Source: an optimization exercise on an open RTL-to-GDS flow (aim: small area, a short achievable clock period and few clock cycles). Production flows keep margins and buffers that such runs may drop.
The RTL was checked by simulation tests, not by an equivalence proof against the original design.

[config.mk]
export PLATFORM = sky130hd
export DESIGN_NAME = control
export DESIGN_NICKNAME = control
export VERILOG_FILES = /design/flow/design.v
export SDC_FILE = /design/flow/constraint.sdc
export NUM_CORES = 8
export LEC_CHECK = 0
export CAP_MARGIN = 20
export CORE_MARGIN = 2
export CORE_UTILIZATION = 40
export SLEW_MARGIN = 20
[constraint.sdc]
create_clock -name core_clock -period 32.0 [get_ports {i_clk}]
set_input_delay 6.4000 -clock core_clock [delete_from_list [all_inputs] [get_ports {i_clk}]]
set_output_delay 6.4000 -clock core_clock [all_outputs]
set_load 0.01 [all_outputs]
[design.v]
`default_nettype none
module control #(
  parameter W = 16,
  parameter N = 3
) (
  input  wire                         i_clk,
  input  wire                         i_rst,
  input  wire                         i_en,
  input  wire                         i_mode,
  input  wire [    W * N * N - 1 : 0] i_A,
  input  wire [    W * N * N - 1 : 0] i_B,
  output wire [    W * N * N - 1 : 0] o_C,
  output wire                         o_done
);
  localparam [3:0] LAST = 4'd11;
  reg [3:0] cnt;
  always @(posedge i_clk) begin
    if (i_rst | ~i_en) cnt <= 4'd0;
    else if (cnt != LAST) cnt <= cnt + 4'd1;
  end
  assign o_done = (cnt == LAST);
  reg mode;
  always @(posedge i_clk) mode <= i_mode;
  reg [15:0] a_op;
  reg [15:0] b_op0, b_op1, b_op2;
  always @(posedge i_clk) begin
    case (cnt)
      4'd0: a_op <= i_A[0*16 +: 16];
      4'd1: a_op <= i_A[1*16 +: 16];
      4'd2: a_op <= i_A[2*16 +: 16];
      4'd3: a_op <= i_A[3*16 +: 16];
      4'd4: a_op <= i_A[4*16 +: 16];
      4'd5: a_op <= i_A[5*16 +: 16];
      4'd6: a_op <= i_A[6*16 +: 16];
      4'd7: a_op <= i_A[7*16 +: 16];
      default: a_op <= i_A[8*16 +: 16];
    endcase
    if (cnt < 4'd3) begin
      b_op0 <= i_B[0*16 +: 16]; b_op1 <= i_B[1*16 +: 16]; b_op2 <= i_B[2*16 +: 16];
    end else if (cnt < 4'd6) begin
      b_op0 <= i_B[3*16 +: 16]; b_op1 <= i_B[4*16 +: 16]; b_op2 <= i_B[5*16 +: 16];
    end else begin
      b_op0 <= i_B[6*16 +: 16]; b_op1 <= i_B[7*16 +: 16]; b_op2 <= i_B[8*16 +: 16];
    end
  end
  reg clr;
  always @(posedge i_clk) clr <= (cnt <= 4'd2);
  wire [47:0] c0, c1, c2;
  mac_lane lane0(.clk(i_clk), .mode(mode), .clr(clr), .a(a_op), .b(b_op0), .r0(c0[32 +: 16]), .r1(c0[16 +: 16]), .r2(c0[0 +: 16]));
  mac_lane lane1(.clk(i_clk), .mode(mode), .clr(clr), .a(a_op), .b(b_op1), .r0(c1[32 +: 16]), .r1(c1[16 +: 16]), .r2(c1[0 +: 16]));
  mac_lane lane2(.clk(i_clk), .mode(mode), .clr(clr), .a(a_op), .b(b_op2), .r0(c2[32 +: 16]), .r1(c2[16 +: 16]), .r2(c2[0 +: 16]));
  assign o_C[0*16 +: 16] = c0[0 +: 16];
  assign o_C[1*16 +: 16] = c1[0 +: 16];
  assign o_C[2*16 +: 16] = c2[0 +: 16];
  assign o_C[3*16 +: 16] = c0[16 +: 16];
  assign o_C[4*16 +: 16] = c1[16 +: 16];
  assign o_C[5*16 +: 16] = c2[16 +: 16];
  assign o_C[6*16 +: 16] = c0[32 +: 16];
  assign o_C[7*16 +: 16] = c1[32 +: 16];
  assign o_C[8*16 +: 16] = c2[32 +: 16];
endmodule
module mac_lane (
  input  wire        clk,
  input  wire        mode,
  input  wire        clr,
  input  wire [15:0] a,
  input  wire [15:0] b,
  output reg  [15:0] r0,
  output reg  [15:0] r1,
  output reg  [15:0] r2
);
  wire [15:0] p;
  fmul u_mul(.mode(mode), .a(a), .b(b), .c(p));
  reg [15:0] p_q;
  always @(posedge clk) p_q <= p;
  wire [15:0] sum;
  fadd u_add(.mode(mode), .x(p_q), .y(r2), .c(sum));
  always @(posedge clk) begin
    r0 <= sum;
    r1 <= r0;
    r2 <= clr ? 16'h0000 : r1;
  end
endmodule
module fmul (
  input  wire        mode,
  input  wire [15:0] a,
  input  wire [15:0] b,
  output wire [15:0] c
);
  wire [6:0] ma7 = a[7] ? -a[6:0] : a[6:0];
  wire [6:0] mb7 = b[7] ? -b[6:0] : b[6:0];
  wire [10:0] x = mode ? {1'b1, a[9:0]} : {4'b0, ma7};
  wire [10:0] y = mode ? {1'b1, b[9:0]} : {4'b0, mb7};
  wire [21:0] p = x * y;
  wire [5:0] s = a[14:10] + b[14:10];
  wire ovf = s >= 6'd47;
  wire unf = s < 6'd15;
  wire [4:0] e = s[4:0] - 5'd15;
  wire [4:0] ex = p[21] ? e + 5'd1 : e;
  wire [9:0] mt = p[21] ? p[20:11] : p[19:10];
  wire sg = a[15] ^ b[15];
  wire zero = ~|a | ~|b;
  wire [15:0] fp = zero ? 16'h0000 : unf ? {sg, 15'b0} : ovf ? {sg, 5'b11111, 10'b0} : {sg, ex, mt};
  wire neg = a[7] ^ b[7];
  assign c = mode ? fp : {neg, 1'b0, p[13:0]};
endmodule
module fadd (
  input  wire        mode,
  input  wire [15:0] x,
  input  wire [15:0] y,
  output wire [15:0] c
);
  wire [14:0] negp = -{1'b0, x[13:0]};
  wire [15:0] pint = x[15] ? {1'b1, negp} : {2'b0, x[13:0]};
  wire [15:0] isum = pint + y;
  wire [4:0] ex = x[14:10], ey = y[14:10];
  wire [9:0] mx = x[9:0], my = y[9:0];
  wire sub = x[15] ^ y[15];
  wire [5:0] dxy = {1'b0, ex} - {1'b0, ey};
  wire [5:0] dyx = {1'b0, ey} - {1'b0, ex};
  wire xe_gt = dyx[5];    
  wire [4:0] d = xe_gt ? dxy[4:0] : dyx[4:0];
  wire [4:0] eb = xe_gt ? ex : ey;
  wire [9:0] fmb = xe_gt ? mx : my;
  wire [9:0] fms = xe_gt ? my : mx;
  wire [10:0] al = {1'b1, fms} >> d;
  wire [11:0] fsum = {1'b1, fmb} + (sub ? {1'b1, ~al} + 12'd1 : {1'b0, al});
  wire [14:0] rfar = sub ? (fsum[10] ? {eb, fsum[9:0]} : {eb - 5'd1, fsum[8:0], 1'b0}) :
                           (fsum[11] ? {eb + 5'd1, fsum[10:1]} : {eb, fsum[9:0]});
  wire fsg = xe_gt ? x[15] : y[15];
  wire eq = (d == 5'd0);
  wire [10:0] dm_xy = {1'b0, mx} - {1'b0, my};
  wire [10:0] dm_yx = {1'b0, my} - {1'b0, mx};
  wire mx_gt = dm_yx[10];
  wire [10:0] n1 = {1'b1, fmb} - {1'b0, 1'b1, fms[9:1]};
  wire [10:0] m = eq ? (mx_gt ? dm_xy : dm_yx) : n1;
  wire nsg = eq ? (mx_gt ? x[15] : y[15]) : fsg;
  reg [2:0] nz;
  always @(*) begin
    if (m[10:4] == 7'b0000001) nz = 3'd6;
    else if (m[10:5] == 6'b000001) nz = 3'd5;
    else if (m[10:6] == 5'b00001) nz = 3'd4;
    else if (m[10:7] == 4'b0001) nz = 3'd3;
    else if (m[10:8] == 3'b001) nz = 3'd2;
    else if (m[10:9] == 2'b01) nz = 3'd1;
    else nz = 3'd0;
  end
  wire [10:0] mn = m << nz;
  wire [14:0] rnear = {eb - {2'b0, nz}, mn[9:0]};
  wire near = sub & (d[4:1] == 4'd0);
  wire [15:0] fp = (x[14:0] == 15'b0) ? y :
                   (y[14:0] == 15'b0) ? x :
                   near ? {nsg, rnear} : {fsg, rfar};
  assign c = mode ? fp : isum;
endmodule
`default_nettype wire
[run.sh]
#!/bin/bash
# synth_recipe.tcl (not shown) runs the flow's synth.tcl, then flattens the netlist and writes it again
# the make line also repeats each setting of config.mk as NAME=value (left out here)
make -C /OpenROAD-flow-scripts/flow DESIGN_CONFIG=/design/flow/config.mk WORK_HOME=/design/flow/orfs CLKGATE_MAP_FILE= SYNTH_SCRIPT=/design/flow/synth_recipe.tcl finish
==> reports/metrics.csv, run 1 <==
metric;value;unit
routedWlPerCell;22.7;µm
synth_common_cells;inv_1, nand2_1, ha_1, nor2_1, a21oi_1;
synth_ff_type;dfxtp_1;
clock_skew;0.0354;ns
clk_latency;0.61;ns
yosysTopAreaCellShare;13.2;%
worst_pin_slew;1.06;ns
hold_buffers;0;
pre_cts_ws;23.17;ns
max_freq;115;MHz
synth_cells;5179;
gp_congestion;0.997;
antenna_found_initial;5;
synthArstFlopShare;0;%
cap_violations;0;
die_y;322;µm
slew_viol_final;0;
syn_avg_cell_area;7.81;µm²
post-route-drc-count;0;
ctsLongestPathBuffers;3;
overflow;0;
drt_iter0_drc;3437;
required;25.60;ns
status;no timing/DRC/antenna violations;
detail_route.vias_per_cell;5.84;
io_buffers;436;
firstDrtPassIters;6;
fp.dieW;322;µm
crit_path_max_fanout;8;
start_util;40.4;%
clk_pin_slew;0.06;ns
via_count;39585;
cts-buffers-inserted;36;
cts_tree;yes;
synth_edf_count;0;
core;100000;µm²
cp-end-kind;output port;
fin_crit;8.70;ns
crit_arrival;2.30;ns
rsz0062_at_grt;false;
setup-violations-final;0;
synth.distinct_cells;103;
clock-root-buffer;clkbuf_16;
synth_top_area_cell;fa_1;
synth_nets;6157;
post-dp-hpwl;123000;µm
worstSetupPathType;flop to output port;
slew_headroom;28.6;%
seq_area_frac_synth;13.0;%
totalWireLength;154000;µm
ys_ff_latch;262;
synth_area;40400;µm²
ant_nets;0;
grt_pass1_wl;231000;µm
hold_viol;0;
htreeDepth;2;
yosysMostFrequentCell;inv_1;
hp-class;flop to flop;
start_kind;flop;
grt_use_total;28.9;%
drive_gt1_share;4.64;%
final.period_utilization;27.2;%
grt_pass1_vias;38206;
final_area;47100;µm²
cts_setup_buffers;0;
syn_to_final_growth;16.5;%
ioPinCount;437;
post_dp_cell_area;46000;µm²
setup_ws;23.30;ns
dieArea;104000;µm²
cts.sinks;262;
rows;116;
ys_warn_count;3;
tns;0;ns
ctsResizeCount;0;
fin_nets;6431;
synthTopCellsByArea;fa_1, dfxtp_1, ha_1;
grt_max_degree;193;
## metrics by stage
| stage | util, % | cells | hold WS (ns) |
|---|---|---|---|
| after floorplan | - | 5179 | 0.382 |
| after global placement | 45.9 | 6713 | 0.333 |
| after detailed placement | 45.9 | 6713 | 0.338 |
| after CTS | 47.0 | 6777 | 0.349 |
| after global routing | 47.0 | 6779 | 0.350 |
| final | 47.0 | 6779 | 0.345 |
## kinds of logic (layout without fill, tap and decap cells)
family          Yosys count  count (layout)  synth area share, %
simple gates           1610            1610                 19.2
compound gates         1295            1295                 21.3
buf+inv                 809            1109                 7.66
fa+ha+maj               686             686                 26.2
xor+xnor                268             268                 5.86
flops                   262             262                 13.0
mux                     249             249                 6.91
other cells               0               2                    0
## worst paths after layout
kind	startpoint	endpoint	slack, ns	cells after the start
worst max-delay path	cnt[1]$_SDFFE_PP0N_	o_done	23.30	4
worst min-delay path	lane1.r0[12]$_DFF_P_	lane1.r1[12]$_DFF_P_	0.34	0
worst max register to register	lane0.r2[13]$_SDFF_PP0_	lane0.r0[0]$_DFF_P_	23.32	25
worst min register to register	lane1.r0[12]$_DFF_P_	lane1.r1[12]$_DFF_P_	0.34	0
## placed cells by master (no fill, tap or decap), drive strengths merged, types with 29 or more instances in the layout
master         instances
inv                  546
clkdlybuf4s50        436
nand2                434
nor2                 424
ha                   419
a21oi                335
o21ai                276
fa                   267
dfxtp                262
mux2i                191
xnor2                168
nand3                155
nor2b                109
nor3                 103
xor2                  99
and3                  91
and2                  85
a31oi                 82
a21o                  68
buf                   65
clkbuf                49
nand2b                47
a211oi                46
a221oi                44
o211ai                44
mux2                  38
o31ai                 37
a22o                  35
nand4                 35
o221ai                34
or3                   30
o22ai                 29
## critical path: stages, from the launching register on
cell and delay (ns):
dfxtp_1 0.52, ha_1 0.27, nand2_1 0.07, nor2_1 0.24, clkdlybuf4s50_1 0.60
## layer usage
metal | share of wire, % | track usage (%) | vias up
met5 | 0.0085 | 0 | -
met2 | 46 | 47.5 | 1699
met4 | 5.4 | 14.3 | 2
met3 | 7.2 | 4.39 | 332
met1 | 42 | 36.9 | 18791
li1 | - | - | 18761
## area by class of cell
| type | instances | area [µm²] |
|---|---|---|
| antenna | 2 | 5.00 |
| clock buffer | 49 | 1000 |
| clock inverter | 15 | 134 |
| fill | 10083 | 53000 |
| inverter | 544 | 2040 |
| multi-input combinational | 4108 | 32200 |
| sequential | 262 | 5250 |
| tap | 1298 | 1620 |
| timing repair buffer | 501 | 4860 |
Testbench counts, summed over its fixed seeds: cycles 38,400.
==> run 2: changes to the inputs <==
--- a/design.v
+++ b/design.v
@@ -15,9 +15,15 @@
   localparam [3:0] LAST = 4'd11;
   reg [3:0] cnt;
+  reg       done;
   always @(posedge i_clk) begin
-    if (i_rst | ~i_en) cnt <= 4'd0;
-    else if (cnt != LAST) cnt <= cnt + 4'd1;
+    if (i_rst | ~i_en) begin
+      cnt  <= 4'd0;
+      done <= 1'b0;
+    end else begin
+      if (cnt != LAST) cnt <= cnt + 4'd1;
+      done <= (cnt >= LAST - 4'd1);
+    end
   end
-  assign o_done = (cnt == LAST);
+  assign o_done = done;
   reg mode;
   always @(posedge i_clk) mode <= i_mode;
@@ -103,5 +109,6 @@
   wire [15:0] fp = zero ? 16'h0000 : unf ? {sg, 15'b0} : ovf ? {sg, 5'b11111, 10'b0} : {sg, ex, mt};
   wire neg = a[7] ^ b[7];
-  assign c = mode ? fp : {neg, 1'b0, p[13:0]};
+  wire pz = (a[6:0] == 7'd0) | (b[6:0] == 7'd0);
+  assign c = mode ? fp : {neg, neg & pz, p[13:0]};
 endmodule
 module fadd (
@@ -111,22 +118,25 @@
   output wire [15:0] c
 );
-  wire [14:0] negp = -{1'b0, x[13:0]};
-  wire [15:0] pint = x[15] ? {1'b1, negp} : {2'b0, x[13:0]};
-  wire [15:0] isum = pint + y;
+  wire neg = x[15];
+  wire [15:0] isum0 = y + {neg, neg, x[13:0] ^ {14{neg}}} + {15'd0, neg};
+  wire [15:0] isum = {isum0[15] ^ x[14], isum0[14:0]};
   wire [4:0] ex = x[14:10], ey = y[14:10];
   wire [9:0] mx = x[9:0], my = y[9:0];
-  wire sub = x[15] ^ y[15];
+  wire xz = (x[14:0] == 15'd0);
+  wire yz = (y[14:0] == 15'd0);
+  wire byp = xz | yz;
+  wire sub = (x[15] ^ y[15]) & ~byp;
   wire [5:0] dxy = {1'b0, ex} - {1'b0, ey};
   wire [5:0] dyx = {1'b0, ey} - {1'b0, ex};
-  wire xe_gt = dyx[5];    
-  wire [4:0] d = xe_gt ? dxy[4:0] : dyx[4:0];
-  wire [4:0] eb = xe_gt ? ex : ey;
-  wire [9:0] fmb = xe_gt ? mx : my;
-  wire [9:0] fms = xe_gt ? my : mx;
-  wire [10:0] al = {1'b1, fms} >> d;
+  wire xbig = ~xz & (yz | dyx[5]);    
+  wire [4:0] d = xbig ? dxy[4:0] : dyx[4:0];
+  wire [4:0] eb = xbig ? ex : ey;
+  wire [9:0] fmb = xbig ? mx : my;
+  wire [9:0] fms = xbig ? my : mx;
+  wire [10:0] al = {~byp, fms & {10{~byp}}} >> d;
   wire [11:0] fsum = {1'b1, fmb} + (sub ? {1'b1, ~al} + 12'd1 : {1'b0, al});
   wire [14:0] rfar = sub ? (fsum[10] ? {eb, fsum[9:0]} : {eb - 5'd1, fsum[8:0], 1'b0}) :
                            (fsum[11] ? {eb + 5'd1, fsum[10:1]} : {eb, fsum[9:0]});
-  wire fsg = xe_gt ? x[15] : y[15];
+  wire fsg = xbig ? x[15] : y[15];
   wire eq = (d == 5'd0);
   wire [10:0] dm_xy = {1'b0, mx} - {1'b0, my};
@@ -149,7 +159,5 @@
   wire [14:0] rnear = {eb - {2'b0, nz}, mn[9:0]};
   wire near = sub & (d[4:1] == 4'd0);
-  wire [15:0] fp = (x[14:0] == 15'b0) ? y :
-                   (y[14:0] == 15'b0) ? x :
-                   near ? {nsg, rnear} : {fsg, rfar};
+  wire [15:0] fp = near ? {nsg, rnear} : {fsg, rfar};
   assign c = mode ? fp : isum;
 endmodule
==> flow/run.sh (new file) <==
#!/bin/bash
# The standard flow, with plain buffers (buf_2) on the ports
bash standard.sh BUFFER_PORTS_ARGS="-buffer_cell sky130_fd_sc_hd__buf_2" finish > standard.log 2>&1
==> standard.sh (new file) <==
#!/bin/bash
# synth_recipe.tcl (not shown) runs the flow's synth.tcl, then flattens the netlist and writes it again
# the make line also repeats each setting of config.mk as NAME=value (left out here)
make -C /OpenROAD-flow-scripts/flow DESIGN_CONFIG=/design/flow/config.mk WORK_HOME=/design/flow/orfs CLKGATE_MAP_FILE= SYNTH_SCRIPT=/design/flow/synth_recipe.tcl "${@:-finish}"
removed: run.sh
==> reports/metrics.csv, run 2 <==
metric;value;unit;change
clk_pin_slew;0.06;ns;about the same
setup-violations-final;0;;unchanged
hp-class;flop to flop;;
core;96600;µm²;-3.6%
clock-root-buffer;clkbuf_16;;
io_buffers;436;;unchanged
grt_max_degree;73;;-62%
detail_route.vias_per_cell;5.76;;-1.3%
clock_skew;0.0362;ns;+0.000819 ns
overflow;0;;unchanged
ys_ff_latch;263;;+0.38%
synth_edf_count;0;;unchanged
post-route-drc-count;0;;unchanged
drt_iter0_drc;3260;;-5.1%
synth_cells;4974;;-4.0%
post-route-util;45.1;%;-2.0 points
synth_ff_type;dfxtp_1;;
crit_arrival;8.92;ns;+6.62 ns
crit_path_max_fanout;48;;+40
max_freq;119;MHz;+3.1%
cts_setup_buffers;0;;unchanged
syn_avg_cell_area;7.82;µm²;+0.19%
seq_area_frac_synth;13.5;%;+0.56 points
drive_gt1_share;12.3;%;+7.6 points
synth_top_area_cell;fa_1;;
yosysMostFrequentCell;inv_1;;
routedWlPerCell;21.2;µm;-6.2%
grt_pass1_vias;36224;;-5.2%
ctsLongestPathBuffers;3;;unchanged
post-dp-hpwl;112000;µm;-9.0%
slowest_delay;0.83;ns;+0.23 ns
fp.dieW;316;µm;-1.9%
die_y;316;µm;-1.9%
ctsResizeCount;0;;unchanged
required;32.49;ns;+6.89 ns
synth_nets;5949;;-3.4%
final_area;43500;µm²;-7.6%
cp-end-kind;flop;;
grt_pass1_wl;212000;µm;-8.1%
start_kind;flop;;
final_cell_mix;inv_1, nor2_1, buf_2;;
cts-buffers-inserted;36;;unchanged
hold_viol;0;;unchanged
rows;114;;-1.7%
htreeDepth;2;;unchanged
synth.distinct_cells;93;;-9.7%
gp_congestion;0.989;;-0.87%
fin_nets;6271;;-2.5%
start_util;40.3;%;-0.085 points
final_common_cell;inv_1;;
via_count;38036;;-3.9%
final.period_utilization;26.4;%;-0.82 points
syn_to_final_growth;11.9;%;
dieArea;99800;µm²;-3.7%
hold_buffers;0;;unchanged
totalWireLength;140000;µm;-8.7%
clk_latency;0.60;ns;about the same
rsz0062_at_grt;false;;
yosysTopAreaCellShare;13.7;%;+0.52 points
cts_tree;yes;;
synthTopCellsByArea;fa_1, dfxtp_1, ha_1;;
ioPinCount;437;;unchanged
ant_nets;0;;unchanged
slew_viol_final;0;;unchanged
synthArstFlopShare;0;%;unchanged
cpMostUsedCell;inv_1;;
cap_violations;0;;unchanged
slew_headroom;21.2;%;-7.4 points
antenna_found_initial;10;;+5
critical-path-slowest-cell;xnor2_2;;
worst_pin_slew;1.17;ns;+0.116 ns
firstDrtPassIters;6;;unchanged
multi_input_area;30800;µm²;-4.2%
regArea;5270;µm²;+0.38%
tns;0;ns;unchanged
status;no timing/DRC/antenna violations;;
cts.sinks;263;;+0.38%
synth_area;38900;µm²;-3.8%
ys_warn_count;3;;unchanged
fin_crit;8.44;ns;-0.263 ns
synth_common_cells;inv_1, nor2_1, nand2_1, ha_1, a21oi_1;;
fillerInstances;9736;;-3.4%
post_dp_cell_area;42400;µm²;-7.8%
worstSetupPathType;flop to flop;;
grt_use_total;27.4;%;-1.5 points
## run 2: cell types whose count changed in the layout (fill, tap and decap cells not counted), moves of 18 or more
cell	previous run	this run
clkdlybuf4s50_1	436	0
nor2_1	418	441
o21ai_0	252	217
nor3_1	96	129
nand3_1	155	137
mux2i_1	190	161
and3_1	91	72
a22oi_1	9	44
a31oi_1	80	33
xor2_1	94	119
buf_2	0	436
## run 2: worst max-delay path, delay by kind of cell, from the launching register on
kind                       cells  cell delay [ns]
AOI/OAI and AO/OA              8             1.66
xor gates and xnor gates       3             1.55
adders and majority gates      6             2.15
buffers and inverters          7             1.35
DFF                            1             0.47
and+or+nand+nor                6             1.10
## run 2: worst paths after layout
check	from	endpoint	slack, ns	depth (start not counted)
max	mode$_DFF_P_	lane1.p_q[14]$_DFF_P_	23.56	30
min	lane0.r0[13]$_DFF_P_	lane0.r1[13]$_DFF_P_	0.32	0
max reg2reg	mode$_DFF_P_	lane1.p_q[14]$_DFF_P_	23.56	30
min reg2reg	lane0.r0[13]$_DFF_P_	lane0.r1[13]$_DFF_P_	0.32	0
## run 2: layout make-up
type                    instances  area share, %
clock inverters                13          0.287
well taps                    1276           3.67
inverters                     546           4.71
diodes                          6         0.0345
clock buffers                  48           2.34
flip-flops and latches        263           12.1
multi-input cells            3954           70.8
repair buffers                495           6.03
## run 2: logic make-up (layout without fill, tap and decap cells)
group | after synthesis | after routing | synth area share (%)
AO/OA/AOI/OAI | 1169 | 1169 | 19.9
XOR/XNOR | 279 | 279 | 6.28
adder cells (fa/ha/maj) | 683 | 683 | 27.1
buffers and inverters | 757 | 1102 | 7.39
flip-flops | 263 | 263 | 13.5
multiplexers | 204 | 204 | 5.83
other | 0 | 6 | 0
AND/OR/NAND/NOR | 1619 | 1619 | 20.0
## run 2: per-stage QoR
step                      hold WS (ns)  setup slack, ns  instances
after floorplan                  0.382            24.78       4974
after global placement           0.332            23.83       6534
after detailed placement         0.337            23.67       6534
after CTS                        0.325            23.67       6595
after global routing             0.325            22.87       6601
final                            0.316            23.56       6601
## run 2: metal layers
layer  up-vias  routed length (µm)  track usage, %
met2      1637               61000            42.5
met1     18101               60600            36.9
li1      18019                   -               -
met3       279               11000            4.36
met5         -                   0               0
met4         0                7620            13.7
Testbench counts of run 2, summed over its fixed seeds: cycles 38,400.
==> run 3: changes to the inputs <==
==> flow/run.sh (replaced) <==
#!/bin/bash
# The standard flow, with plain buffers (buf_2) on the ports, and timing
# repair asked to leave 24.5 ns of setup slack
bash standard.sh BUFFER_PORTS_ARGS="-buffer_cell sky130_fd_sc_hd__buf_2" SETUP_SLACK_MARGIN=24.5 finish > standard.log 2>&1
==> reports/metrics.csv, run 3 <==
metric;value;unit;change
required;25.60;ns;-6.89 ns
hold_ws;0.317;ns;+0.000761 ns
clock-root-buffer;clkbuf_16;;
seq_area_frac_synth;13.5;%;unchanged
setup-violations-final;0;;unchanged
grt_pass1_vias;36637;;+1.1%
antenna_found_initial;10;;unchanged
detail_route.vias_per_cell;5.76;;about the same
grt_use_total;27.9;%;+0.44 points
ys_ff_latch;263;;unchanged
post-route-util;47.3;%;+2.2 points
rows;114;;unchanged
synthTopCellsByArea;fa_1, dfxtp_1, ha_1;;
ioPinCount;437;;unchanged
cap_violations;0;;unchanged
fp.dieW;316;µm;unchanged
syn_to_final_growth;17.5;%;
gp_congestion;0.989;;unchanged
final.period_utilization;23.6;%;-2.8 points
routedWlPerCell;21.5;µm;+1.3%
tns;0;ns;unchanged
status;no timing/DRC/antenna violations;;
r2r_start;a_op[0]$_DFF_P_;;
htreeDepth;2;;unchanged
yosysMostFrequentCell;inv_1;;
grt_max_degree;73;;unchanged
place_inst;6534;;unchanged
clk_pin_slew;0.06;ns;about the same
post-dp-hpwl;112000;µm;unchanged
start_util;40.3;%;unchanged
crit_path_max_fanout;2;;-96%
hold_buffers;0;;unchanged
synth_common_cells;inv_1, nor2_1, nand2_1, ha_1, a21oi_1;;
via_count;38664;;+1.7%
ant_nets;0;;unchanged
drive_gt1_share;17.1;%;+4.9 points
worst_pin_slew;1.21;ns;+0.0375 ns
firstDrtPassIters;6;;unchanged
drt_iter0_drc;3338;;+2.4%
synth_edf_count;0;;unchanged
synthArstFlopShare;0;%;unchanged
ys_warn_count;3;;unchanged
core;96600;µm²;unchanged
clock_skew;0.0340;ns;-0.00222 ns
synth_cells;4974;;unchanged
overflow;0;;unchanged
clk_latency;0.60;ns;about the same
die_y;316;µm;unchanged
synth_ff_type;dfxtp_1;;
totalWireLength;144000;µm;+3.0%
grt_pass1_wl;215000;µm;+1.4%
io_buffers;436;;unchanged
cts.sinks;263;;unchanged
crit_arrival;1.15;ns;-7.77 ns
synth_nets;5949;;unchanged
reg2regPathDepth;27;;-10%
dieArea;99800;µm²;unchanged
final_common_cell;inv_1;;
final_area;45700;µm²;+5.0%
r2r-end;lane0.p_q[13]$_DFF_P_;;
yosysTopAreaCellShare;13.7;%;unchanged
rsz0062_at_grt;true;;
start_kind;flop;;
hold_end;lane0.r1[13]$_DFF_P_;;
cp-end-kind;output port;;
fin_crit;7.55;ns;-0.888 ns
r2r_slack;24.73;ns;+1.17 ns
slew_headroom;18.6;%;-2.5 points
cts_tree;yes;;
hp-start;lane0.r0[13]$_DFF_P_;;
cts-buffers-inserted;36;;unchanged
final_cell_mix;inv_1, nor2_1, nand2_1;;
synth_area;38900;µm²;unchanged
synth_top_area_cell;fa_1;;
post-route-drc-count;0;;unchanged
ctsLongestPathBuffers;3;;unchanged
syn_avg_cell_area;7.82;µm²;unchanged
max_freq;132;MHz;+12%
synth.distinct_cells;93;;unchanged
post_dp_cell_area;42400;µm²;unchanged
hold_viol;0;;unchanged
hold_depth;0;;unchanged
hp-class;flop to flop;;
worstSetupPathType;flop to output port;;
finalNonFillerCells;6711;;+1.7%
fin_nets;6381;;+1.8%
slew_viol_final;0;;unchanged
run 3: area by class of cell:
| class | count | area, µm² |
|---|---|---|
| inverters | 546 | 2070 |
| fillers | 9530 | 50900 |
| clock buffers | 48 | 1020 |
| clock inverters | 13 | 125 |
| diodes | 6 | 15.0 |
| multi-input cells | 3955 | 31400 |
| flip-flops and latches | 263 | 5520 |
| well taps | 1276 | 1600 |
| repair buffers | 604 | 3980 |
run 3: cell families after synthesis:
family / after synthesis / synth area share (%)
mux: 204 / 5.83
fa+ha+maj: 683 / 27.1
compound gates: 1169 / 19.9
buf+inv: 757 / 7.39
xor+xnor: 279 / 6.28
simple gates: 1619 / 20.0
flops: 263 / 13.5
run 3: worst max-delay path by stage:
stage	slack [ns]	startpoint	depth (start not counted)	endpoint
after CTS	24.41	lane2.r2[5]$_SDFF_PP0_	2	o_C[37]
final	24.45	lane2.r2[5]$_SDFF_PP0_	2	o_C[37]
after global placement	23.83	mode$_DFF_P_	29	lane1.p_q[12]$_DFF_P_
after global routing	24.39	lane2.p_q[14]$_DFF_P_	29	lane2.r0[6]$_DFF_P_
after detailed placement	23.67	mode$_DFF_P_	27	lane2.p_q[11]$_DFF_P_
after floorplan	24.78	lane0.r2[11]$_SDFF_PP0_	29	lane0.r0[5]$_DFF_P_
run 3: timing repair:
item,in CTS,in global routing
gates cloned,0,4
setup endpoints to repair,162,123
setup buffers,68,38
resized for setup,235,111
pin swaps,1,13
run 3: worst max-delay path, stage by stage (launching register included):
cell and delay (ns):
dfxtp_2 0.31, buf_6 0.13, buf_6 0.12
run 3: per-stage QoR:
stage / worst slack, ns
3_3_place_gp: 23.83
6_report: 24.45
5_1_grt: 24.39
4_1_cts: 24.41
3_5_place_dp: 23.67
2_1_floorplan: 24.78
run 3: metal layers:
layer	up-vias	routed length (µm)	global-route usage (%)
met3	302	12200	4.62
met4	0	8090	14.1
met5	-	0	0
met1	18322	61200	37.3
met2	1807	62900	43.3
li1	18233	-	-
==> run 4: changes to the inputs <==
--- a/design.v
+++ b/design.v
@@ -122,28 +122,22 @@
   wire [15:0] isum = {isum0[15] ^ x[14], isum0[14:0]};
   wire [4:0] ex = x[14:10], ey = y[14:10];
-  wire [9:0] mx = x[9:0], my = y[9:0];
   wire xz = (x[14:0] == 15'd0);
   wire yz = (y[14:0] == 15'd0);
   wire byp = xz | yz;
   wire sub = (x[15] ^ y[15]) & ~byp;
-  wire [5:0] dxy = {1'b0, ex} - {1'b0, ey};
-  wire [5:0] dyx = {1'b0, ey} - {1'b0, ex};
-  wire xbig = ~xz & (yz | dyx[5]);    
-  wire [4:0] d = xbig ? dxy[4:0] : dyx[4:0];
+  wire xgt = x[14:0] > y[14:0];
+  wire xbig = ~xz & (yz | xgt);
+  wire [4:0] dxy = ex - ey;
+  wire [4:0] dyx = ey - ex;
+  wire [4:0] d = xbig ? dxy : dyx;
   wire [4:0] eb = xbig ? ex : ey;
-  wire [9:0] fmb = xbig ? mx : my;
-  wire [9:0] fms = xbig ? my : mx;
-  wire [10:0] al = {~byp, fms & {10{~byp}}} >> d;
-  wire [11:0] fsum = {1'b1, fmb} + (sub ? {1'b1, ~al} + 12'd1 : {1'b0, al});
-  wire [14:0] rfar = sub ? (fsum[10] ? {eb, fsum[9:0]} : {eb - 5'd1, fsum[8:0], 1'b0}) :
-                           (fsum[11] ? {eb + 5'd1, fsum[10:1]} : {eb, fsum[9:0]});
-  wire fsg = xbig ? x[15] : y[15];
-  wire eq = (d == 5'd0);
-  wire [10:0] dm_xy = {1'b0, mx} - {1'b0, my};
-  wire [10:0] dm_yx = {1'b0, my} - {1'b0, mx};
-  wire mx_gt = dm_yx[10];
-  wire [10:0] n1 = {1'b1, fmb} - {1'b0, 1'b1, fms[9:1]};
-  wire [10:0] m = eq ? (mx_gt ? dm_xy : dm_yx) : n1;
-  wire nsg = eq ? (mx_gt ? x[15] : y[15]) : fsg;
+  wire [9:0] mb = xbig ? x[9:0] : y[9:0];
+  wire [9:0] ms = xbig ? y[9:0] : x[9:0];
+  wire sg = xbig ? x[15] : y[15];
+  wire [10:0] alx = {~byp, x[9:0] & {10{~byp}}} >> dyx;
+  wire [10:0] aly = {~byp, y[9:0] & {10{~byp}}} >> dxy;
+  wire [10:0] al = xbig ? aly : alx;
+  wire [11:0] sum = {1'b0, 1'b1, mb} + {1'b0, al ^ {11{sub}}} + {11'd0, sub};
+  wire [10:0] m = sum[10:0];
   reg [2:0] nz;
   always @(*) begin
@@ -157,8 +151,7 @@
   end
   wire [10:0] mn = m << nz;
-  wire [14:0] rnear = {eb - {2'b0, nz}, mn[9:0]};
-  wire near = sub & (d[4:1] == 4'd0);
-  wire [15:0] fp = near ? {nsg, rnear} : {fsg, rfar};
-  assign c = mode ? fp : isum;
+  wire [14:0] r = sub ? {eb - {2'b0, nz}, mn[9:0]} :
+                  sum[11] ? {eb + 5'd1, m[10:1]} : {eb, m[9:0]};
+  assign c = mode ? {sg, r} : isum;
 endmodule
 `default_nettype wire
==> flow/run.sh (replaced) <==
#!/bin/bash
# The standard flow, with plain buffers (buf_1) on the ports, and timing
# repair asked to leave 24.5 ns of setup slack
bash standard.sh BUFFER_PORTS_ARGS="-buffer_cell sky130_fd_sc_hd__buf_1" SETUP_SLACK_MARGIN=24.5 finish > standard.log 2>&1
==> reports/metrics.csv, run 4 <==
metric;value;unit;change
status;no timing/DRC/antenna violations;;
dieArea;88000;µm²;-12%
die_y;297;µm;-6.1%
crit_arrival;1.14;ns;about the same
cts_tree;yes;;
final_common_cell;inv_1;;
fillerInstances;8430;;-12%
pre_cts_ws;23.55;ns;-0.117 ns
core;85000;µm²;-12%
synth_nets;5158;;-13%
synthTopCellsByArea;dfxtp_1, fa_1, ha_1;;
crit_path_max_fanout;2;;unchanged
yosysMostFrequentCell;inv_1;;
grt_pass1_wl;184000;µm;-15%
clock-root-buffer;clkbuf_16;;
final_cell_mix;inv_1, nand2_1, nor2_1;;
synth.area.mux_share;6.37;%;+0.54 points
synth_common_cells;inv_1, nand2_1, nor2_1, ha_1, dfxtp_1;;
cpMostUsedCell;buf_6;;
rsz0062_at_grt;true;;
start_kind;flop;;
worst_pin_slew;1.06;ns;-0.151 ns
htreeDepth;1;;-1
cp-end-kind;output port;;
overflow;0;;unchanged
clock_skew;0.0225;ns;-0.0115 ns
worstSetupPathType;flop to output port;;
hold_depth;0;;unchanged
ctsLongestPathBuffers;3;;unchanged
drive_gt1_share;13.8;%;-3.3 points
syn_avg_cell_area;8.06;µm²;+3.0%
detail_route.vias_per_cell;5.59;;-3.0%
seq_area_frac_synth;15.4;%;+1.8 points
synthArstFlopShare;0;%;unchanged
final.period_utilization;23.6;%;-0.028 points
yosysTopAreaCellShare;15.4;%;+1.6 points
hold_viol;0;;unchanged
yosys.area_share.simple;19.1;%;-0.86 points
synth_area;34300;µm²;-12%
fp.dieW;297;µm;-6.1%
rows;107;;-6.1%
slew_headroom;29.2;%;+11 points
hp-class;flop to flop;;
reg2regPathDepth;24;;-11%
slowest_delay;0.32;ns;about the same
post-dp-hpwl;94900;µm;-16%
setup_ws;24.46;ns;+0.00900 ns
grt_use_total;26.5;%;-1.4 points
max_freq;133;MHz;+0.12%
gp_congestion;0.977;;-1.2%
cap_violations;0;;unchanged
syn_to_final_growth;17.5;%;about the same
ioPinCount;437;;unchanged
synth_ff_type;dfxtp_1;;
ys_warn_count;3;;unchanged
clk_pin_slew;0.06;ns;about the same
synth_compound_area_share;16.8;%;-3.0 points
cts-buffers-inserted;31;;-14%
cts.sinks;263;;unchanged
antenna_found_initial;8;;-2
firstDrtPassIters;6;;unchanged
post-route-drc-count;0;;unchanged
totalWireLength;120000;µm;-17%
synth_fa_ha_area_share;28.0;%;+0.84 points
io_buffers;436;;unchanged
critical-path-slowest-cell;dfxtp_2;;
critPathLaunch;lane0.r2[4]$_SDFF_PP0_;;
clk_latency;0.62;ns;+0.02 ns
synth_edf_count;0;;unchanged
routedWlPerCell;20.6;µm;-4.2%
drt_iter0_drc;2430;;-27%
fin_nets;5578;;-13%
required;25.60;ns;about the same
synth_xor_area_share;7.00;%;+0.72 points
ys_ff_latch;263;;unchanged
hp-start;lane0.r0[4]$_DFF_P_;;
slew_viol_final;0;;unchanged
grt_pass1_vias;31877;;-13%
synth_top_area_cell;dfxtp_1;;
setup-violations-final;0;;unchanged
start_util;40.3;%;about the same
via_count;32691;;-15%
grt_max_degree;70;;-4.1%
r2r_start;mode$_DFF_P_;;
synth_cells;4255;;-14%
worstPathCellList;buf_6 -> buf_6;;
fin_crit;7.54;ns;-0.00900 ns
synth_top_family_by_area;adder cells;;
tns;0;ns;unchanged
ant_nets;0;;unchanged
synth.distinct_cells;102;;+9.7%
-- run 4: logic make-up after synthesis --
group	Yosys count
adder cells (fa/ha/maj)	611
multiplexers	187
AO/OA/AOI/OAI	876
AND/OR/NAND/NOR	1391
buffers and inverters	654
XOR/XNOR	273
flip-flops	263
-- run 4: area by class of cell --
cell class,count,area (µm²),share of cell area [%]
Sequential cell,263,5580,13.8
Clock buffer,39,836,2.08
Antenna cell,5,12.5,0.0311
Tap cell,1144,1430,3.55
Timing Repair Buffer,573,3390,8.41
Multi-Input combinational cell,3338,27000,67.1
Clock inverter,17,246,0.612
Inverter,468,1770,4.40
-- run 4: path summary, 6_finish.rpt --
kind                                              end  slack, ns
worst max-delay path                           o_C[4]      24.46
worst min register to register    lane0.r1[4]$_DFF_P_       0.34
worst max register to register  lane0.p_q[12]$_DFF_P_      24.79
worst min-delay path              lane0.r1[4]$_DFF_P_       0.34
-- run 4: what timing repair did --
item | in CTS | in global routing
endpoints found under the setup margin | 194 | 125
resized for setup | 422 | 101
setup buffers | 55 | 30
hold buffers | 0 | 0
pin swaps | 1 | 8
-- run 4: per-layer routing --
layer | vias to the layer above | track usage [%] | part of all wire (%)
li1 | 15494 | - | -
met1 | 15537 | 34.0 | 41
met2 | 1415 | 43.1 | 46
met3 | 245 | 4.19 | 7.9
met4 | 0 | 13.3 | 5.4
met5 | - | 0 | 0
-- run 4: critical path, delay by kind of cell, from the launching register on --
kind | cells | cell delay [ns]
buffers and inverters | 2 | 0.22
flip-flops | 1 | 0.32
-- run 4: metrics by stage --
| step | utilization (%) | cells | instance area (µm²) | hold slack (ns) |
|---|---|---|---|---|
| after floorplan | - | 4255 | 34300 | 0.382 |
| after detailed placement | 43.6 | 5701 | 37000 | 0.338 |
| after CTS | 46.6 | 5812 | 39600 | 0.344 |
| after global placement | 43.6 | 5701 | 37000 | 0.334 |
| after global routing | 47.4 | 5847 | 40300 | 0.352 |
| final | 47.4 | 5847 | 40300 | 0.343 |
Testbench counts of run 4, summed over its fixed seeds: cycles 38,400.
==> run 5: changes to the inputs <==
--- a/config.mk
+++ b/config.mk
@@ -8,4 +8,5 @@
 export CAP_MARGIN = 20
 export CORE_MARGIN = 2
-export CORE_UTILIZATION = 40
+export CORE_UTILIZATION = 65
+export PLACE_DENSITY = 0.75
 export SLEW_MARGIN = 20
==> reports/metrics.csv, run 5 <==
metric;value;unit;change
synth.distinct_cells;102;;unchanged
yosysTopAreaCellShare;15.4;%;unchanged
crit_path_max_fanout;2;;unchanged
hold_buffers;0;;unchanged
grt_pass1_wl;176000;µm;-4.2%
yosysMostFrequentCell;inv_1;;
start_kind;flop;;
grt_max_degree;97;;+39%
worstPathCellList;buf_6;;
cap_violations;0;;unchanged
dieArea;54600;µm²;-38%
firstDrtPassIters;6;;unchanged
syn_avg_cell_area;8.06;µm²;unchanged
worst_pin_slew;1.01;ns;-0.0480 ns
cp_num_buf_inv;1;;-1
rsz0062_at_grt;true;;
syn_to_final_growth;15.1;%;
detail_route.vias_per_cell;6.29;;+13%
crit_arrival;1.12;ns;-0.02 ns
antenna_found_initial;3;;-5
synth_nets;5158;;unchanged
clock_skew;0.0387;ns;+0.0162 ns
cts_tree;yes;;
setup-violations-final;0;;unchanged
grt_use_total;41.6;%;+15 points
slew_headroom;32.0;%;+2.9 points
overflow;0;;unchanged
cts-buffers-inserted;30;;-3.2%
io_buffers;436;;unchanged
path_delay_family;flip-flops;;
fp.dieW;234;µm;-21%
critical-path-slowest-cell;dfxtp_4;;
synth_edf_count;0;;unchanged
seq_area_frac_synth;15.4;%;unchanged
cts.sinks;263;;unchanged
post-route-util;75.4;%;+28 points
required;25.60;ns;about the same
tns;0;ns;unchanged
ys_warn_count;3;;unchanged
via_count;33820;;+3.5%
totalWireLength;118000;µm;-2.2%
htreeDepth;1;;unchanged
synth_common_cells;inv_1, nand2_1, nor2_1, ha_1, dfxtp_1;;
gp_congestion;1.01;;+3.5%
slew_viol_final;0;;unchanged
setup_ws;24.48;ns;+0.0250 ns
synthTopCellsByArea;dfxtp_1, fa_1, ha_1;;
die_y;234;µm;-21%
max_freq;133;MHz;+0.33%
grt_pass1_vias;31950;;+0.23%
clk_latency;0.62;ns;about the same
drt_iter0_drc;3649;;+50%
start_util;65.5;%;+25 points
clock-root-buffer;clkbuf_16;;
hold_viol;0;;unchanged
synthArstFlopShare;0;%;unchanged
post-route-drc-count;0;;unchanged
ys_ff_latch;263;;unchanged
pre_cts_ws;23.90;ns;+0.343 ns
status;no timing/DRC/antenna violations;;
drive_gt1_share;12.7;%;-1.1 points
final.period_utilization;23.5;%;-0.078 points
clk_pin_slew;0.07;ns;about the same
cp-end-kind;output port;;
final_common_cell;inv_1;;
ant_nets;0;;unchanged
ioPinCount;437;;unchanged
post-dp-hpwl;88500;µm;-6.7%
synth_top_area_cell;dfxtp_1;;
synth_area;34300;µm²;unchanged
final_cell_mix;inv_1, nand2_1, nor2_1;;
routedWlPerCell;21.9;µm;+6.4%
worstSetupPathType;flop to output port;;
synth_cells;4255;;unchanged
fin_crit;7.52;ns;-0.0250 ns
ctsLongestPathBuffers;3;;unchanged
slowest_delay;0.37;ns;+0.05 ns
rows;84;;-21%
fin_nets;5567;;-0.20%
core;52300;µm²;-38%
synth_ff_type;dfxtp_1;;
hp-class;flop to flop;;
[run 5: cell counts after synthesis]
Identical to the previous run, type by type.
[run 5: what timing repair did]
action / 4_1_cts / 5_1_grt
resized for setup: 304 / 169
pin swaps: 0 / 7
cloned: 0 / 0
endpoints found under the setup margin: 169 / 165
buffers inserted: 52 / 31
[run 5: worst paths after layout]
check                                       startpoint                     to  slack, ns  cells after the start
worst max register to register            mode$_DFF_P_  lane0.p_q[12]$_DFF_P_      24.70                     20
worst min register to register     lane1.r0[7]$_DFF_P_    lane1.r1[7]$_DFF_P_       0.34                      0
worst min-delay path               lane1.r0[7]$_DFF_P_    lane1.r1[7]$_DFF_P_       0.34                      0
worst max-delay path            lane0.r2[6]$_SDFF_PP0_                 o_C[6]      24.48                      1
[run 5: through the flow]
step,instance area [µm²],hold WS [ns],std cells
after floorplan,34300,0.382,4255
after global placement,36400,0.332,5237
after detailed placement,36400,0.336,5237
after CTS,38600,0.349,5343
after global routing,39500,0.351,5376
final,39500,0.337,5376
[run 5: cell type report]
type,instances,area [µm²]
Antenna cell,2,5.00
Clock buffer,41,873
Clock inverter,13,193
Fill cell,4031,12900
Inverter,468,1770
Multi-Input combinational cell,3338,27000
Sequential cell,263,5540
Tap cell,688,861
Timing Repair Buffer,563,3220
[run 5: routing by layer]
layer	wire (µm)	up-vias	GRT usage, %	share of wire, %
met5	0	-	0	0
met4	8610	0	26.7	7.3
met3	13000	428	9.30	11
met2	51600	2071	64.2	44
met1	44700	15831	52.4	38
li1	-	15490	-	-
[run 5: cells by family after synthesis]
| group | share of synthesized area (%) |
|---|---|
| AND/OR/NAND/NOR | 19.1 |
| AO/OA/AOI/OAI | 16.8 |
| buffers and inverters | 7.35 |
| adder cells (fa/ha/maj) | 28.0 |
| flip-flops | 15.4 |
| XOR/XNOR | 7.00 |
| multiplexers | 6.37 |
==> run 6: changes to the inputs <==
==> flow/run.sh (replaced) <==
#!/bin/bash
# The standard flow, with plain buffers (buf_1) on the ports, timing
# repair asked to leave 24.5 ns of setup slack, larger clock-sink clusters
bash standard.sh BUFFER_PORTS_ARGS="-buffer_cell sky130_fd_sc_hd__buf_1" SETUP_SLACK_MARGIN=24.5 finish > standard.log 2>&1
--- a/config.mk
+++ b/config.mk
@@ -8,5 +8,6 @@
 export CAP_MARGIN = 20
 export CORE_MARGIN = 2
-export CORE_UTILIZATION = 65
-export PLACE_DENSITY = 0.75
+export CORE_UTILIZATION = 40
+export CTS_CLUSTER_DIAMETER = 80
+export CTS_CLUSTER_SIZE = 24
 export SLEW_MARGIN = 20
==> reports/metrics.csv, run 6 <==
metric;value;unit;change
status;no timing/DRC/antenna violations;;
synth_ff_type;dfxtp_1;;
final.period_utilization;23.5;%;+0.043 points
drt_iter0_drc;2537;;-30%
clock_skew;0.0591;ns;+0.0203 ns
ys_ff_latch;263;;unchanged
critical-path-slowest-cell;dfxtp_2;;
overflow;0;;unchanged
synth.area.mux_share;6.37;%;unchanged
start_util;40.3;%;-25 points
hp-class;flop to flop;;
via_count;32697;;-3.3%
worstPathCellList;buf_6 -> buf_6;;
yosysMostFrequentCell;inv_1;;
synth.distinct_cells;102;;unchanged
rsz0062_at_grt;true;;
syn_to_final_growth;16.8;%;
clk_latency;0.61;ns;about the same
synth_top_area_cell;dfxtp_1;;
rows;107;;+27%
firstDrtPassIters;5;;-1
multi_input_area;27000;µm²;about the same
synth_fa_ha_area_share;28.0;%;unchanged
post-route-util;47.1;%;-28 points
slew_headroom;28.6;%;-3.4 points
clock-root-buffer;clkbuf_16;;
synth_compound_area_share;16.8;%;unchanged
regArea;5560;µm²;+0.27%
start_kind;flop;;
gp_congestion;0.977;;-3.4%
cap_violations;0;;unchanged
seq_area_frac_synth;15.4;%;unchanged
grt_use_total;26.3;%;-15 points
synth_nets;5158;;unchanged
yosysTopAreaCellShare;15.4;%;unchanged
die_y;297;µm;+27%
required;25.60;ns;about the same
crit_arrival;1.13;ns;about the same
htreeDepth;1;;unchanged
fin_nets;5572;;+0.090%
detail_route.vias_per_cell;5.60;;-11%
crit_path_max_fanout;2;;unchanged
cts.sinks;263;;unchanged
syn_avg_cell_area;8.06;µm²;unchanged
drive_gt1_share;13.3;%;+0.51 points
grt_pass1_vias;31741;;-0.65%
yosys.area_share.simple;19.1;%;unchanged
synth_xor_area_share;7.00;%;unchanged
cp-end-kind;output port;;
slowest_delay;0.32;ns;-0.05 ns
totalWireLength;121000;µm;+2.4%
worst_pin_slew;1.06;ns;+0.0474 ns
worstSetupPathType;flop to output port;;
synth_cells;4255;;unchanged
setup-violations-final;0;;unchanged
grt_max_degree;70;;-28%
ctsLongestPathBuffers;3;;unchanged
dieArea;88000;µm²;+61%
fin_crit;7.53;ns;+0.0136 ns
synth_top_family_by_area;adder cells;;
post-dp-hpwl;94900;µm;+7.2%
fp.dieW;297;µm;+27%
synthArstFlopShare;0;%;unchanged
post-route-drc-count;0;;unchanged
slew_viol_final;0;;unchanged
synth_edf_count;0;;unchanged
io_buffers;436;;unchanged
fillerInstances;8445;;+110%
tns;0;ns;unchanged
synth_common_cells;inv_1, nand2_1, nor2_1, ha_1, dfxtp_1;;
final_common_cell;inv_1;;
synth_area;34300;µm²;unchanged
cts-buffers-inserted;23;;-23%
antenna_found_initial;11;;+8
max_freq;133;MHz;-0.18%
hold_viol;0;;unchanged
clk_pin_slew;0.09;ns;+0.02 ns
hold_buffers;0;;unchanged
routedWlPerCell;20.7;µm;-5.7%
final_cell_mix;inv_1, nand2_1, nor2_1;;
cpMostUsedCell;buf_6;;
core;85000;µm²;+62%
ys_warn_count;3;;unchanged
ioPinCount;437;;unchanged
cts_tree;yes;;
ant_nets;0;;unchanged
grt_pass1_wl;183000;µm;+4.0%
synthTopCellsByArea;dfxtp_1, fa_1, ha_1;;
## run 6: cell counts after synthesis
Identical to the previous run, type by type.
## run 6: final timing paths
check,start,end,slack (ns),cells after the start
setup / recovery,lane0.r2[4]$_SDFF_PP0_,o_C[4],24.47,2
hold / removal,lane1.r0[11]$_DFF_P_,lane1.r1[11]$_DFF_P_,0.35,0
setup reg to reg,b_op0[0]$_DFF_P_,lane0.p_q[12]$_DFF_P_,24.74,24
hold reg to reg,lane1.r0[11]$_DFF_P_,lane1.r1[11]$_DFF_P_,0.35,0
## run 6: final cells by class
type	count	share of cell area (%)
Antenna cell	8	0.0500
Multi-Input combinational cell	3338	67.5
Sequential cell	263	13.9
Timing Repair Buffer	575	8.40
Inverter	468	4.43
Clock inverter	17	0.725
Tap cell	1144	3.58
Clock buffer	24	1.45
## run 6: logic make-up after synthesis
logic type	count (synthesis)
mux	187
xor+xnor	273
fa+ha+maj	611
compound gates	876
buf+inv	654
flops	263
simple gates	1391
## run 6: per-stage QoR
step	cell area, µm²	hold slack [ns]	cells	worst slack (ns)
4_1_cts	39400	0.353	5798	24.42
3_3_place_gp	37000	0.334	5701	23.54
5_1_grt	40000	0.359	5836	24.42
2_1_floorplan	34300	0.382	4255	24.99
3_5_place_dp	37000	0.338	5701	23.55
6_report	40000	0.350	5837	24.47
## run 6: worst max-delay path, delay by kind of cell, from the launching register on
kind,cells,cell delay (ns)
DFF,1,0.32
buffers and inverters,2,0.22
## run 6: timing repair
action                     4_1_cts  5_1_grt
resized for setup              388      108
cloned                           0        1
setup endpoints to repair      176      121
pin swaps                        0        9
setup buffers                   56       30
## run 6: routing by layer
metal / part of all wire, % / GRT usage (%) / up-vias
met5: 0 / 0 / -
met4: 5.2 / 12.6 / 0
met3: 7.9 / 3.72 / 245
met2: 46 / 43.3 / 1409
met1: 41 / 34.0 / 15556
li1: - / - / 15487
==> run 7: changes to the inputs <==
==> flow/run.sh (replaced) <==
#!/bin/bash
# The standard flow, with plain buffers (buf_2) on the ports, ABC's area
# script, and timing repair asked to leave 24.5 ns of setup slack
bash standard.sh BUFFER_PORTS_ARGS="-buffer_cell sky130_fd_sc_hd__buf_2" SETUP_SLACK_MARGIN=24.5 ABC_AREA=1 finish > standard.log 2>&1
--- a/config.mk
+++ b/config.mk
@@ -9,5 +9,3 @@
 export CORE_MARGIN = 2
 export CORE_UTILIZATION = 40
-export CTS_CLUSTER_DIAMETER = 80
-export CTS_CLUSTER_SIZE = 24
 export SLEW_MARGIN = 20
==> reports/metrics.csv, run 7 <==
metric;value;unit;change
antenna_found_initial;8;;-3
drt_iter0_drc;2670;;+5.2%
dieArea;88300;µm²;+0.34%
routed.top_layer;met5;;
synth_common_cells;nand2_1, inv_1, nor2_1, ha_1, o21ai_0;;
synth_cells;4974;;+17%
post-dp-hpwl;102000;µm;+7.1%
yosysMostFrequentCell;nand2_1;;
slowest_delay;0.41;ns;+0.09 ns
cts-buffers-inserted;35;;+52%
synth_edf_count;0;;unchanged
post-route-drc-count;0;;unchanged
crit_arrival;1.10;ns;-0.03 ns
required;25.60;ns;about the same
io_buffers;436;;unchanged
path_delay_family;flip-flops;;
yosysTopAreaCellShare;15.3;%;-0.053 points
final_common_cell;nand2_1;;
worstPathCellList;buf_6;;
slew_viol_final;0;;unchanged
cp_num_buf_inv;1;;-1
synth_ff_type;dfxtp_1;;
via_count;34580;;+5.8%
status;no timing/DRC/antenna violations;;
seq_area_frac_synth;15.3;%;-0.053 points
syn_to_final_growth;16.7;%;about the same
ys_warn_count;3;;unchanged
ioPinCount;437;;unchanged
drt-met1-wl;52700;µm;+6.3%
grt_pass1_wl;192000;µm;+5.1%
grt_use_total;27.8;%;+1.4 points
worst_pin_slew;1.14;ns;+0.0791 ns
tns;0;ns;unchanged
slew_headroom;24.0;%;-4.6 points
final.period_utilization;23.5;%;-0.077 points
dr_wl_met2;58200;µm;+5.4%
start_util;40.4;%;+0.076 points
fp.dieW;297;µm;+0.17%
cp-end-kind;output port;;
synthTopCellsByArea;dfxtp_1, fa_1, ha_1;;
worstSetupPathType;flop to output port;;
rows;107;;unchanged
synth_nets;5877;;+14%
setup-violations-final;0;;unchanged
core;85100;µm²;+0.16%
grt_pass1_vias;33521;;+5.6%
synthArstFlopShare;0;%;unchanged
clock_skew;0.0260;ns;-0.0331 ns
gp_congestion;0.987;;+1.0%
critical-path-slowest-cell;dfxtp_4;;
clk_latency;0.58;ns;-0.03 ns
clk_pin_slew;0.06;ns;-0.03 ns
crit_path_max_fanout;2;;unchanged
die_y;297;µm;+0.17%
overflow;0;;unchanged
synth_top_area_cell;dfxtp_1;;
fillerInstances;8892;;+5.3%
fin_nets;6299;;+13%
hold_buffers;0;;unchanged
setup_ws;24.50;ns;+0.0247 ns
pre_cts_ws;23.20;ns;-0.354 ns
firstDrtPassIters;6;;+1
wl_met3;8540;µm;-9.9%
cts_tree;yes;;
final_cell_mix;nand2_1, inv_1, nor2_1;;
ctsLongestPathBuffers;3;;unchanged
hp-class;flop to flop;;
hold_viol;0;;unchanged
cts.sinks;263;;unchanged
synth_area;34400;µm²;+0.35%
start_kind;flop;;
drive_gt1_share;16.2;%;+3.0 points
cap_violations;0;;unchanged
ant_nets;0;;unchanged
clock-root-buffer;clkbuf_16;;
routedWlPerCell;19.3;µm;-6.8%
fin_crit;7.50;ns;-0.0247 ns
totalWireLength;127000;µm;+4.9%
grt_max_degree;51;;-27%
max_freq;133;MHz;+0.33%
syn_avg_cell_area;6.91;µm²;-14%
detail_route.vias_per_cell;5.26;;-6.1%
rsz0062_at_grt;true;;
synth.distinct_cells;70;;-31%
ys_ff_latch;263;;unchanged
htreeDepth;2;;+1
==> run 7: changes by cell type in the layout (fill, tap and decap cells not counted), moves of 57 or more <==
| cell | delta |
|---|---|
| buf_1 | -294 |
| xnor2_1 | -77 |
| and3_1 | -57 |
| nand3_1 | +152 |
| nor2b_1 | -73 |
| o21ai_0 | +154 |
| mux2i_1 | -129 |
| buf_2 | +345 |
| inv_1 | +341 |
| nand2_1 | +654 |
==> run 7: stage by stage <==
step | hold WS, ns | instances | instance area, µm² | util [%]
2_1_floorplan | 0.382 | 4974 | 34400 | -
3_3_place_gp | 0.329 | 6424 | 37600 | 44.1
3_5_place_dp | 0.334 | 6424 | 37600 | 44.1
4_1_cts | 0.337 | 6543 | 39700 | 46.6
5_1_grt | 0.341 | 6570 | 40100 | 47.1
6_report | 0.339 | 6571 | 40100 | 47.1
==> run 7: cell families after synthesis <==
logic type / count (synthesis) / synth area share, %
XOR/XNOR: 227 / 6.01
AO/OA/AOI/OAI: 895 / 15.2
multiplexers: 1 / 0.0291
buffers and inverters: 1027 / 11.5
flip-flops: 263 / 15.3
AND/OR/NAND/NOR: 1950 / 24.1
adder cells (fa/ha/maj): 611 / 27.9
==> run 7: worst paths after layout <==
kind                                end  slack, ns              startpoint  depth (start not counted)
setup / recovery                o_C[19]      24.50  lane1.r2[3]$_SDFF_PP0_                          1
hold / removal      lane1.r1[1]$_DFF_P_       0.34     lane1.r0[1]$_DFF_P_                          0
setup reg to reg  lane2.p_q[14]$_DFF_P_      24.87            mode$_DFF_P_                         28
hold reg to reg     lane1.r1[1]$_DFF_P_       0.34     lane1.r0[1]$_DFF_P_                          0
==> run 7: timing repair <==
action,4_1_cts,5_1_grt
setup buffers,52,20
endpoints found under the hold margin,0,0
gates cloned,4,3
resized for setup,162,77
pin swaps,0,1
setup endpoints to repair,120,100
==> run 7: metal layers <==
metal	track usage, %	up-vias
li1	-	16889
met1	34.7	16145
met2	46.5	1321
met3	4.29	221
met4	13.8	4
met5	0	-
==> run 7: final cells by class <==
type / count / area [µm²] / area share, %
inverter: 870 / 3310 / 8.26
sequential: 263 / 5500 / 13.7
timing repair inverter: 6 / 40.0 / 0.0998
clock buffer: 43 / 966 / 2.41
multi-input combinational: 3685 / 25400 / 63.2
clock inverter: 20 / 277 / 0.689
antenna: 5 / 12.5 / 0.0312
timing repair buffer: 535 / 3220 / 8.01
tap: 1144 / 1430 / 3.57
==> run 8: changes to the inputs <==
==> flow/run.sh (replaced) <==
#!/bin/bash
# The standard flow, with plain buffers (buf_2) on the ports, and timing
# repair asked to leave 24.5 ns of setup slack
bash standard.sh BUFFER_PORTS_ARGS="-buffer_cell sky130_fd_sc_hd__buf_2" SETUP_SLACK_MARGIN=24.5 finish > standard.log 2>&1
==> reports/metrics.csv, run 8 <==
metric;value;unit;change
clk_latency;0.59;ns;about the same
detail_route.vias_per_cell;5.59;;+6.3%
fin_nets;5600;;-11%
cap_violations;0;;unchanged
crit_arrival;1.14;ns;+0.04 ns
max_freq;133;MHz;-0.50%
io_buffers;436;;unchanged
slew_headroom;26.6;%;+2.6 points
synthArstFlopShare;0;%;unchanged
synth_common_cells;inv_1, nand2_1, nor2_1, ha_1, dfxtp_1;;
totalWireLength;121000;µm;-4.4%
firstDrtPassIters;5;;-1
via_count;32844;;-5.0%
synth.distinct_cells;102;;+46%
required;25.60;ns;about the same
cp-end-kind;output port;;
slew_viol_final;0;;unchanged
synth_area;34300;µm²;-0.35%
final_cell_mix;inv_1, buf_2, nand2_1;;
synth_ff_type;dfxtp_1;;
post-dp-hpwl;94800;µm;-6.7%
finalNonFillerCells;5871;;-11%
tns;0;ns;unchanged
synth_nets;5158;;-12%
met2_usage;42.6;%;-3.9 points
clock_skew;0.0337;ns;+0.00770 ns
grt_use_total;26.2;%;-1.6 points
antenna_found_initial;11;;+3
ant_nets;0;;unchanged
synthTopCellsByArea;dfxtp_1, fa_1, ha_1;;
synth_edf_count;0;;unchanged
routedWlPerCell;20.6;µm;+7.0%
cts_tree;yes;;
overflow;0;;unchanged
setup_ws;24.46;ns;-0.0379 ns
core;85000;µm²;-0.16%
pre_cts_ws;23.48;ns;+0.280 ns
htreeDepth;2;;unchanged
worst_pin_slew;1.10;ns;-0.0396 ns
status;no timing/DRC/antenna violations;;
start_kind;flop;;
ys_warn_count;3;;unchanged
post-route-util;47.5;%;+0.39 points
final.period_utilization;23.6;%;+0.12 points
start_util;40.3;%;-0.076 points
cts-buffers-inserted;34;;-2.9%
setup-violations-final;0;;unchanged
yosysTopAreaCellShare;15.4;%;+0.053 points
cts.sinks;263;;unchanged
worstSetupPathType;flop to output port;;
fin_crit;7.54;ns;+0.0379 ns
syn_to_final_growth;17.9;%;
synth_cells;4255;;-14%
final_area;40400;µm²;+0.68%
clock-root-buffer;clkbuf_16;;
yosysMostFrequentCell;inv_1;;
synth_top_area_cell;dfxtp_1;;
hp-class;flop to flop;;
rows;107;;unchanged
die_y;297;µm;-0.17%
ioPinCount;437;;unchanged
final_common_cell;inv_1;;
clk_pin_slew;0.06;ns;about the same
ctsLongestPathBuffers;3;;unchanged
grt_max_degree;62;;+22%
post_dp_cell_area;37600;µm²;about the same
crit_path_max_fanout;2;;unchanged
drt_iter0_drc;2350;;-12%
grt.busiest_layer;met2;;
grt.met1_usage;34.1;%;-0.61 points
seq_area_frac_synth;15.4;%;+0.053 points
grt_pass1_wl;182000;µm;-5.5%
rsz0062_at_grt;true;;
hold_buffers;0;;unchanged
drive_gt1_share;18.9;%;+2.7 points
hold_viol;0;;unchanged
place_inst;5698;;-11%
gp_congestion;0.956;;-3.2%
ys_ff_latch;263;;unchanged
syn_avg_cell_area;8.06;µm²;+16%
post-route-drc-count;0;;unchanged
grt_pass1_vias;31380;;-6.4%
hold_ws;0.328;ns;-0.0111 ns
fp.dieW;297;µm;-0.17%
met3_usage;3.69;%;-0.60 points
fillerInstances;8493;;-4.5%
dieArea;88000;µm²;-0.34%
[run 8: changes by cell type after synthesis, sizes merged, moves of 49 or more]
| cell | delta |
|---|---|
| nand2 | -687 |
| inv | -377 |
| o21ai | -180 |
| nand3 | -161 |
| mux2i | +131 |
| xnor2 | +76 |
| nor2b | +73 |
| and3 | +58 |
| a31oi | -49 |
[run 8: cell type report]
class,instances,area (µm²),area share [%]
multi-input combinational,3338,27100,67.0
sequential,263,5490,13.6
timing repair buffer,591,3550,8.80
inverter,468,1780,4.40
tap,1144,1430,3.54
clock buffer,39,890,2.20
clock inverter,19,171,0.424
antenna,8,20.0,0.0495
timing repair inverter,1,8.76,0.0217
[run 8: path summary, 6_finish.rpt]
path                                end  slack, ns  cells past startpoint              startpoint
setup / recovery                 o_C[3]      24.46                      2  lane0.r2[3]$_SDFF_PP0_
hold / removal      lane2.r1[7]$_DFF_P_       0.33                      0     lane2.r0[7]$_DFF_P_
setup reg to reg  lane0.p_q[12]$_DFF_P_      24.87                     26         a_op[1]$_DFF_P_
hold reg to reg     lane2.r1[7]$_DFF_P_       0.33                      0     lane2.r0[7]$_DFF_P_
[run 8: worst max-delay path: stages (launching register included)]
cell and delay (ns):
dfxtp_4 0.34, buf_8 0.11, buf_6 0.11
[run 8: cells by family (layout without fill, tap and decap cells)]
logic type	Yosys count	after routing	synth area share [%]
simple gates	1391	1391	19.1
compound gates	876	876	16.8
buf+inv	654	1118	7.35
fa+ha+maj	611	611	28.0
xor+xnor	273	273	7.00
flops	263	263	15.4
mux	187	187	6.37
other cells	0	8	0
[run 8: layer usage]
layer,vias to the layer above,wire [µm]
met1,15636,50500
met3,248,9010
met4,0,6300
li1,15568,-
met5,-,0
met2,1392,55100
[run 8: what timing repair did]
action,CTS,global route
resized for setup,178,75
pin swaps,0,9
gates cloned,0,2
buffers inserted,49,56
setup endpoints to repair,106,77

port drivers added, routing unchanged:
The flow's constraints put no driver on any port. The routed layouts listed below were extracted and timed again, unchanged, in two steps.
Step 1 assumes that a clkbuf_16 drives the clock port and a buf_2 every other input.
Step 2 times the ports against the registers' clock, not the clock port: input delays grow and output delays shrink by t, the midpoint of the rising clock arrivals with the driver on.
a / b / c = ideal / step 1 / step 2; a / b = the first two.
| run | shift t [ns] | setup WS [ns] | worst slew at a driven data input, ns |
|---|---|---|---|
| run 1 | 0.664 | 23.300 / 23.232 / 23.322 | 0.12 |
| run 2 | 0.649 | 23.563 / 23.563 / 23.563 | 0.12 |
| run 3 | 0.646 | 24.451 / 24.386 / 24.054 | 0.12 |
| run 4 | 0.665 | 24.460 / 24.399 / 24.178 | 0.16 |
| run 5 | 0.669 | 24.485 / 24.420 / 24.271 | 0.13 |
| run 6 | 0.643 | 24.471 / 24.409 / 24.207 | 0.18 |
| run 7 | 0.640 | 24.496 / 24.427 / 24.199 | 0.13 |
| run 8 | 0.630 | 24.458 / 24.396 / 24.196 | 0.15 |
After both steps setup and hold are still met in every run listed. For run 3, which loses most, drivers alone change the setup slack by -0.065 ns; drivers and shift together by -0.397 ns.
